From an optimization exercise on the open Yosys and OpenROAD flow, aimed at small area; shortcuts taken in it are not production practice.
At most, simulation tests tie the RTL to the original design; equivalence was not proved.
Power is estimated from default activity; no workload was simulated.

the previous run:
// txnum
module txnum #(
    parameter               I_CLK_FRQ = 96_000,
    parameter [20:0]        BAUD = 9600,
    parameter [0:0]         PARITY = 0,
    parameter [1:0]         STOP = 1,
    parameter [4:0]         RADIX = 10,
    parameter               SIZE = 32,
    parameter [4:0]         DIGITS = 0
) (
    input                   i_clk,
    input                   i_rst,
    input                   i_en,
    input signed [SIZE-1:0] i_data,
    output wire             o_tx,
    output wire             o_busy
);
    reg  [3:0] bd;
    wire tick = bd[3] & bd[1];
    wire [3:0] bd_inc = {bd[3] ^ (bd[2] & bd[1] & bd[0]), bd[2] ^ (bd[1] & bd[0]),
                         bd[1] ^ bd[0], ~bd[0]};
    always @(posedge i_clk)
        if (i_rst)      bd <= 4'd0;
        else if (tick)  bd <= 4'd1;
        else            bd <= bd_inc;
    localparam [1:0] S_IDLE = 2'd0, S_CALC = 2'd1, S_SIGN = 2'd2, S_SEND = 2'd3;
    reg  [1:0] st;
    assign o_busy = (st != S_IDLE);
    wire idle = (st == S_IDLE);
    reg  [3:0] u;
    reg  [1:0] ty;               
    wire       td = ty[1] & ~ty[0];
    wire       uidle = (u == 4'd15);
    wire [3:0] u_inc = {u[3] ^ (u[2] & u[1] & u[0]), u[2] ^ (u[1] & u[0]),
                        u[1] ^ u[0], ~u[0]};
    localparam [30:0] POL = 31'h2aaaaaaa;
    reg [30:0] w;
    wire [30:0] v = w ^ POL;
    reg  [4:0] ph;               
    reg        a0;               
    reg        ba;               
    reg  [3:0] m;                
    reg  [1:0] C;                
    wire       s = C[1];
    reg        G;                
    reg        Zh;               
  ...
For scale: about 380 cells after synthesis, ~58 flip-flops, roughly 0.0028 sq mm of cells after synthesis.
clock: 14.0 ns
lec_check: 0
abc_area: 1
cap_margin: 20
core_margin: 2
core_utilization: 70
slew_margin: 20
standard.sh (not shown) runs the stock make flow with config.mk's settings and CLKGATE_MAP_FILE= SYNTH_SCRIPT=/design/flow/synth_recipe.tcl, a recipe that flattens the netlist after the stock synthesis.
==> flow/flow/run.sh <==
#!/bin/bash
# Standard layout with these changes, none of which touches the registers:
# - synthesis without adder extraction, and an area-oriented ABC script
#   (deepsyn, choices, area mapping, twice) in place of ORFS's abc_area.script;
# - plain buf_1 cells as the port buffers;
# - one clock buffer level, no dummy loads.
set -euo pipefail
export ADDER_MAP_FILE=
export BUFFER_PORTS_ARGS="-buffer_cell sky130_fd_sc_hd__buf_1"
export CTS_ARGS="-sink_clustering_enable -repair_clock_nets -dont_use_dummy_load -sink_clustering_size 100 -sink_clustering_max_diameter 1000 -buf_list sky130_fd_sc_hd__clkbuf_2 sky130_fd_sc_hd__clkbuf_4"
rm -rf scripts_abc
cp -r "$FLOW_HOME/scripts" scripts_abc
printf 'strash\n&get -n\n&deepsyn -T 20\n&put\ndch -f\namap\nstrash\n&get -n\n&deepsyn -T 20\n&put\ndch -f\namap\ntopo\n' > scripts_abc/abc_area.script
SCRIPTS_DIR="$PWD/scripts_abc" bash standard.sh synth > synth.log 2>&1
bash standard.sh > standard.log 2>&1
For the previous run, the flow was terminated by a tool error in clock tree synthesis and produced no final design.
The following lists how the current run was set up differently from the previous run:
--- a/flow/flow/run.sh
+++ b/flow/flow/run.sh
@@ -10 +10 @@
-export CTS_ARGS="-sink_clustering_enable -repair_clock_nets -dont_use_dummy_load -sink_clustering_size 100 -sink_clustering_max_diameter 1000 -buf_list sky130_fd_sc_hd__clkbuf_2 sky130_fd_sc_hd__clkbuf_4"
+export CTS_ARGS="-sink_clustering_enable -repair_clock_nets -dont_use_dummy_load -sink_clustering_size 100 -sink_clustering_max_diameter 1000 -buf_list sky130_fd_sc_hd__clkbuf_4"
Results
Both conditions hold for the current run: the flow ran to the end and the final layout passed the timing, DRC and antenna checks.
Reported for the current run and the previous run, area of placed instances turned out identical to the last digit.
The previous run and the current run ended up with roughly the same number of rows in the core area.
Re initial standard-cell utilization of the core: no difference whatsoever between the current run and the previous run.
Number of instances in the placed design: the previous run vs the current run — no meaningful difference
The synthesized cell count was comparable across the current run and the previous run.
Reported for the current run and the previous run, unique cell type count in the Yosys netlist turned out identical to the last digit.
Between the current run and the previous run, the number of ports placed on the die boundary figures differ only marginally.
Reported for the current run and the previous run, post-synthesis instance area turned out identical to the last digit.
Reported for the current run and the previous run, post-synthesis net count turned out identical to the last digit.
As far as area fraction in and, or, nand and nor cells after synthesis goes, the current run and the previous run are indistinguishable; the numbers are identical.

The RTL this note starts from:
==> flow/design.v <==
module txnum #(
    parameter               I_CLK_FRQ = 96_000,
    parameter [20:0]        BAUD = 9600,
    parameter [0:0]         PARITY = 0,
    parameter [1:0]         STOP = 1,
    parameter [4:0]         RADIX = 10,
    parameter               SIZE = 32,
    parameter [4:0]         DIGITS = 0
) (
    input                   i_clk,
    input                   i_rst,
    input                   i_en,
    input signed [SIZE-1:0] i_data,
    output wire             o_tx,
    output wire             o_busy
);
    reg  [3:0] bd;
    wire tick = bd[3] & bd[1];
    wire [3:0] bd_inc = {bd[3] ^ (bd[2] & bd[1] & bd[0]), bd[2] ^ (bd[1] & bd[0]),
                         bd[1] ^ bd[0], ~bd[0]};
    always @(posedge i_clk)
        if (i_rst)      bd <= 4'd0;
        else if (tick)  bd <= 4'd1;
        else            bd <= bd_inc;
    localparam [1:0] S_IDLE = 2'd0, S_CALC = 2'd1, S_SIGN = 2'd2, S_SEND = 2'd3;
    reg  [1:0] st;
    assign o_busy = (st != S_IDLE);
    wire idle = (st == S_IDLE);
    reg  [3:0] u;
    reg        td, tn;           
    wire       uidle = (u == 4'd10);
    wire [3:0] u_inc = {u[3] ^ (u[2] & u[1] & u[0]), u[2] ^ (u[1] & u[0]),
                        u[1] ^ u[0], ~u[0]};
    reg [30:0] v;                
    reg  [4:0] ph;               
    reg        s;                
    reg        a0;               
    reg        ba;               
    reg  [3:0] m;                
    reg  [2:0] C;                
    reg        G;                
    reg        Zh;               
    wire [4:0] ph_inc = {ph[4] ^ (ph[3] & ph[2] & ph[1] & ph[0]),
                         ph[3] ^ (ph[2] & ph[1] & ph[0]),
                         ph[2] ^ (ph[1] & ph[0]), ph[1] ^ ph[0], ~ph[0]};
    wire ph0  = (ph == 5'd0);
    wire ph30 = (ph == 5'd30);
    wire win    = td & ((u == 4'd5 & tick) | u == 4'd6 | u == 4'd7 | u == 4'd8);
    wire bstart = ph0 & win;
    wire bact   = ba | bstart;
    wire seen = C[0];
    wire vb   = v[0] ^ (s & seen);                   
    wire qa   = v[28] & ~(ph == 5'd1 | ph == 5'd2);  
    wire [3:0] cq;                                   
    wire q    = cq[3];
    wire hb = bact ? q : vb;
    wire [2:0] hh = m[3:1];
    wire [2:0] hn;
    wire Gn = G | (hb & (ph >= 5'd5));
    wire ge10 = G | v[4] | (v[3] & (v[2] | v[1]));    
    assign hn[0] = (~hh[2] & ~hh[1] & ~hh[0] & hb & bact) | (~hh[2] & ~hh[1] & hh[0] & ~hb & ~bact) | (~hh[2] & ~hh[1] & hh[0] & ~hb & bact) | (~hh[2] & hh[1] & ~hh[0] & ~hb & ~bact) | (~hh[2] & hh[1] & ~hh[0] & ~hb & bact) | (~hh[2] & hh[1] & ~hh[0] & hb & ~bact) | (~hh[2] & hh[1] & hh[0] & hb & ~bact) | (hh[2] & ~hh[1] & ~hh[0] & hb & bact);
    assign hn[1] = (~hh[2] & ~hh[1] & ~hh[0] & hb & ~bact) | (~hh[2] & ~hh[1] & hh[0] & ~hb & ~bact) | (~hh[2] & ~hh[1] & hh[0] & ~hb & bact) | (~hh[2] & hh[1] & ~hh[0] & hb & ~bact) | (~hh[2] & hh[1] & ~hh[0] & hb & bact) | (hh[2] & ~hh[1] & ~hh[0] & ~hb & ~bact) | (hh[2] & ~hh[1] & ~hh[0] & ~hb & bact) | (hh[2] & ~hh[1] & ~hh[0] & hb & bact);
    assign hn[2] = (~hh[2] & ~hh[1] & hh[0] & hb & bact) | (~hh[2] & hh[1] & hh[0] & ~hb & ~bact) | (~hh[2] & hh[1] & hh[0] & ~hb & bact) | (hh[2] & ~hh[1] & ~hh[0] & hb & ~bact);
    assign cq[0] = (~C[2] & ~C[1] & ~C[0] & qa & ~v[0]) | (~C[2] & ~C[1] & C[0] & ~qa & ~v[0]) | (~C[2] & ~C[1] & C[0] & qa & ~v[0]) | (~C[2] & ~C[1] & C[0] & qa & v[0]) | (~C[2] & C[1] & ~C[0] & ~qa & ~v[0]) | (~C[2] & C[1] & ~C[0] & ~qa & v[0]) | (~C[2] & C[1] & ~C[0] & qa & v[0]) | (~C[2] & C[1] & C[0] & ~qa & v[0]) | (C[2] & ~C[1] & ~C[0] & qa & ~v[0]);
    assign cq[1] = (~C[2] & C[1] & ~C[0] & qa & ~v[0]) | (~C[2] & C[1] & C[0] & ~qa & ~v[0]) | (~C[2] & C[1] & C[0] & qa & ~v[0]) | (~C[2] & C[1] & C[0] & qa & v[0]) | (C[2] & ~C[1] & ~C[0] & ~qa & ~v[0]) | (C[2] & ~C[1] & ~C[0] & ~qa & v[0]) | (C[2] & ~C[1] & ~C[0] & qa & ~v[0]) | (C[2] & ~C[1] & ~C[0] & qa & v[0]);
    assign cq[2] = 1'b0;
    assign cq[3] = (~C[2] & ~C[1] & ~C[0] & ~qa & v[0]) | (~C[2] & ~C[1] & ~C[0] & qa & ~v[0]) | (~C[2] & ~C[1] & C[0] & ~qa & ~v[0]) | (~C[2] & ~C[1] & C[0] & qa & v[0]) | (~C[2] & C[1] & ~C[0] & ~qa & v[0]) | (~C[2] & C[1] & ~C[0] & qa & ~v[0]) | (~C[2] & C[1] & C[0] & ~qa & ~v[0]) | (~C[2] & C[1] & C[0] & qa & v[0]) | (C[2] & ~C[1] & ~C[0] & ~qa & v[0]) | (C[2] & ~C[1] & ~C[0] & qa & ~v[0]);
    wire [10:0] ck;
    genvar gi;
    generate for (gi = 0; gi < 11; gi = gi + 1) begin : g_ck
        assign ck[gi] = (ph == gi);
    end endgenerate
    wire [20:0] p5;
    assign p5[0] = 1'b1;
    assign p5[1] = 1'b0;
    assign p5[2] = ck[1] | ck[3] | ck[5] | ck[7] | ck[9];
    assign p5[3] = ck[2] | ck[3] | ck[6] | ck[7];
    assign p5[4] = ck[2] | ck[3] | ck[4] | ck[5];
    assign p5[5] = ck[3] | ck[4] | ck[5] | ck[7] | ck[8] | ck[9];
    assign p5[6] = ck[3] | ck[4] | ck[8] | ck[9];
    assign p5[7] = ck[8];
    assign p5[8] = ck[6] | ck[7] | ck[8] | ck[9];
    assign p5[9] = ck[4];
    assign p5[10] = ck[5] | ck[6] | ck[8] | ck[9];
    assign p5[11] = ck[5] | ck[6] | ck[9];
    assign p5[12] = ck[6] | ck[7] | ck[8];
    assign p5[13] = ck[6] | ck[7] | ck[8];
    assign p5[14] = ck[8] | ck[9];
    assign p5[15] = ck[8] | ck[9];
    assign p5[16] = ck[7] | ck[8] | ck[9];
    assign p5[17] = 1'b0;
    assign p5[18] = ck[8] | ck[9];
    assign p5[19] = ck[9];
    assign p5[20] = ck[9];
    wire s_eff = s & ~ph0;
    wire [21:0] g;
    assign g[0] = s_eff ? seen : 1'b1;
    assign g[1] = v[0] & g[0];
    generate for (gi = 1; gi < 21; gi = gi + 1) begin : g_cmp
        wire t = p5[gi] ^ ~s_eff;
        assign g[gi+1] = (v[gi] & g[gi]) | (v[gi] & t) | (g[gi] & t);
    end endgenerate
    wire [30:21] upo, upa;
    generate for (gi = 21; gi < 31; gi = gi + 1) begin : g_up
        wire ok = (ph <= 30 - gi);
        assign upo[gi] = ok & v[gi];
        assign upa[gi] = ~ok | v[gi];
    end endgenerate
    wire cmp = ~ck[10] & (s_eff ? (~g[21] | ~(&upa)) : (g[21] | (|upo)));
    reg f;
    always @(*) case (u)
        4'd1: f = 1'b0;
        4'd2: f = td ? m[0] : (~tn & s);
        4'd3: f = td ? m[1] : tn;
        4'd4: f = td ? m[2] : (~tn & s);
        4'd5: f = td ? m[3] : (tn | s);
        4'd6: f = td;
        4'd7: f = ~tn;
        4'd8: f = 1'b0;
        4'd9: f = 1'b0;
        default: f = 1'b1;
    endcase
    assign o_tx = f;
    always @(posedge i_clk) begin
        if (i_rst) begin
            st <= S_IDLE;
            u  <= 4'd10;
        end else begin
            if (u == 4'd15)                 u <= 4'd0;
            else if (tick && u <= 4'd9)     u <= u_inc;
            else if (uidle && st == S_SIGN) begin
                u <= 4'd0; td <= 1'b0; tn <= 1'b0;
            end else if (uidle && st == S_SEND) begin
                u <= 4'd15; td <= Zh; tn <= ~Zh;
            end
            case (st)
            S_IDLE: if (i_en) st <= S_CALC;
            S_CALC: begin
                Zh <= ~ph0;
                if (!cmp) st <= S_SIGN;
            end
            S_SIGN: st <= S_SEND;
            S_SEND: if (uidle && !Zh) st <= S_IDLE;
            endcase
        end
        if (idle) begin
            v  <= i_data[30:0];
            s  <= i_data[31];
            ph <= 5'd0;
            a0 <= 1'b1;
            ba <= 1'b0;
            C  <= 3'd0;
            m  <= 4'd0;
            G  <= 1'b0;
        end else begin
            ph <= ph30 ? 5'd0 : ph_inc;
            v[28:0] <= v[29:1];
            v[29]   <= (bact & ~ph0) ? q : v[30];
            v[30]   <= bact ? 1'b0 : (a0 ? vb : v[0]);
            if (ph30) a0 <= 1'b0;
            ba <= bact & ~ph30;
            if (a0) begin
                C[0] <= seen | v[0];
                if (ph0) m[0] <= vb;
                else     m[3:1] <= hn;
                G <= Gn;
            end else if (bact) begin
                if (ph0) begin
                    C <= m[3:1];
                    m[3:1] <= 3'd0;
                    G <= 1'b0;
                    Zh <= ge10;
                end else begin
                    C <= cq[2:0];
                    if (ph == 5'd1) m[0] <= q;
                    else            m[3:1] <= hn;
                    G <= Gn;
                end
            end
        end
    end
endmodule
clock: 14.0 ns
lec_check: 0
abc_area: 1
cap_margin: 20
core_margin: 2
core_utilization: 40
slew_margin: 20
==> flow/flow/run.sh <==
#!/bin/bash
# Standard layout with these changes, none of which touches the registers:
# - synthesis without adder extraction, and an area-oriented ABC script
#   (deepsyn, choices, area mapping) in place of ORFS's abc_area.script;
# - plain buf_1 cells as the port buffers;
# - one clock buffer level, no dummy loads.
set -euo pipefail
export ADDER_MAP_FILE=
export BUFFER_PORTS_ARGS="-buffer_cell sky130_fd_sc_hd__buf_1"
export CTS_ARGS="-sink_clustering_enable -repair_clock_nets -dont_use_dummy_load -sink_clustering_size 100 -sink_clustering_max_diameter 1000 -buf_list sky130_fd_sc_hd__clkbuf_16"
rm -rf scripts_abc
cp -r "$FLOW_HOME/scripts" scripts_abc
printf 'strash\n&get -n\n&deepsyn -T 20\n&put\ndch -f\namap\ntopo\n' > scripts_abc/abc_area.script
SCRIPTS_DIR="$PWD/scripts_abc" bash standard.sh synth > synth.log 2>&1
bash standard.sh > standard.log 2>&1
The first run went through all stages and came out clean.
==> next run, changes <==
==> flow/flow/run.sh (replaced) <==
#!/bin/bash
# Standard layout with: no adder extraction in synthesis (same registers),
# plain buf_1 cells as the port buffers, one sink cluster and no dummy loads in CTS.
set -euo pipefail
export ADDER_MAP_FILE=
export BUFFER_PORTS_ARGS="-buffer_cell sky130_fd_sc_hd__buf_1"
export CTS_ARGS="-sink_clustering_enable -repair_clock_nets -dont_use_dummy_load -sink_clustering_size 64 -sink_clustering_max_diameter 500 -buf_list sky130_fd_sc_hd__clkbuf_8"
bash standard.sh > standard.log 2>&1
The changed run completed without violations.
Wire length increases by roughly a tenth.
Maximum frequency increases by roughly a tenth.
Final area increases by roughly a tenth.
Area after synthesis increases by about a fifth.
Clock power decreases by a quarter to a third.
Sequential cell count stays the same.
Die area increases by about a fifth.
Clock skew increases by 0.018 ns.
Total power increases by a quarter to a third.
Worst setup slack is better by 0.68 ns.
==> next run, changes <==
==> flow/flow/run.sh (replaced) <==
#!/bin/bash
# Standard layout with: no adder extraction in synthesis (same registers),
# plain buf_1 cells as the port buffers.
set -euo pipefail
export ADDER_MAP_FILE=
export BUFFER_PORTS_ARGS="-buffer_cell sky130_fd_sc_hd__buf_1"
bash standard.sh > standard.log 2>&1
The changed run passed the timing, DRC and antenna checks.
Design area goes up by about 2.5%.
Power goes up by about 9%.
Worst setup slack degrades by 0.020 ns.
Routed wire length goes up by 0.60%.
Cell count goes up by about 1%.
Clock skew goes down by 0.018 ns.
==> next run, changes <==
==> flow/flow/run.sh (replaced) <==
#!/bin/bash
# Standard layout with these changes, none of which touches the registers:
# - synthesis without adder extraction, and an area-oriented ABC script
#   (deepsyn, choices, area mapping) in place of ORFS's abc_area.script;
# - plain buf_1 cells as the port buffers;
# - one clock buffer level, no dummy loads.
set -euo pipefail
export ADDER_MAP_FILE=
export BUFFER_PORTS_ARGS="-buffer_cell sky130_fd_sc_hd__buf_1"
export CTS_ARGS="-sink_clustering_enable -repair_clock_nets -dont_use_dummy_load -sink_clustering_size 100 -sink_clustering_max_diameter 1000 -buf_list sky130_fd_sc_hd__clkbuf_4"
rm -rf scripts_abc
cp -r "$FLOW_HOME/scripts" scripts_abc
printf 'strash\n&get -n\n&deepsyn -T 20\n&put\ndch -f\namap\ntopo\n' > scripts_abc/abc_area.script
SCRIPTS_DIR="$PWD/scripts_abc" bash standard.sh synth > synth.log 2>&1
bash standard.sh > standard.log 2>&1
Result: Design area decreases by 15%. Routed wire length fell by 13%. Global-route usage is higher by 0.23 points. Via count came out lower by 16%. Setup slack is worse by 0.69 ns. Count of clock-buffer cells in the layout decreases by 1. Critical path depth increases by 28. Synthesized cell count came out lower by 25%.
==> next run, changes <==
==> flow/flow/run.sh (replaced) <==
#!/bin/bash
# Standard layout, with plain buf_1 cells as the port buffers.
set -euo pipefail
export BUFFER_PORTS_ARGS="-buffer_cell sky130_fd_sc_hd__buf_1"
bash standard.sh > standard.log 2>&1
The new run ran to the end with no violations.
Final cell count climbs by 32%.
Final area grows by 28%.
Sequential share of layout area falls by 8.0 points.
Total power increases to 2.5 times its value.
Maximum frequency went up by about 19%.
Clock-buffer cell count rises by 3.
Register-to-register slack is better by 2.6 ns.
Synthesized cell count rose by about 37%.
Die area rose by 25%.
Flip-flop and latch count is unchanged.
Global-route usage drops by 0.38 points.
No run of this note included a check of the RTL's function; only the layout flow was run.

## re-timing with driven ports
In the flow no input, the clock included, has a driving cell. The finished layouts below were timed again as built, in two steps. Step 1 assumes that a clkbuf_16 drives the clock port and a buf_2 every other input. Step 2 times the ports against the registers' clock, not the clock port: input delays grow and output delays shrink by t, the midpoint of the rising clock arrivals with the driver on. Three values: ideal ports, drivers, drivers and shift; two values: the first two.
run | shift t [ns] | slack for setup (ns) | worst setup path at the end | slew at the worst register clock pin (ns)
the current run | 0.408 | 8.071 / 8.071 / 8.071 | register to register | 0.10 / 0.10
the first run of note 2 | 0.354 | 8.330 / 8.330 / 8.330 | register to register | 0.05 / 0.05
the second run of note 2 | 0.363 | 9.005 / 8.975 / 9.338 | register to output | 0.08 / 0.08
the third run of note 2 | 0.383 | 8.985 / 8.955 / 9.337 | register to output | 0.08 / 0.08
the fourth run of note 2 | 0.433 | 8.297 / 8.297 / 8.297 | register to register | 0.09 / 0.09
the fifth run of note 2 | 0.370 | 9.188 / 9.155 / 9.525 | register to output | 0.08 / 0.08
After both steps every run listed still meets setup and hold.
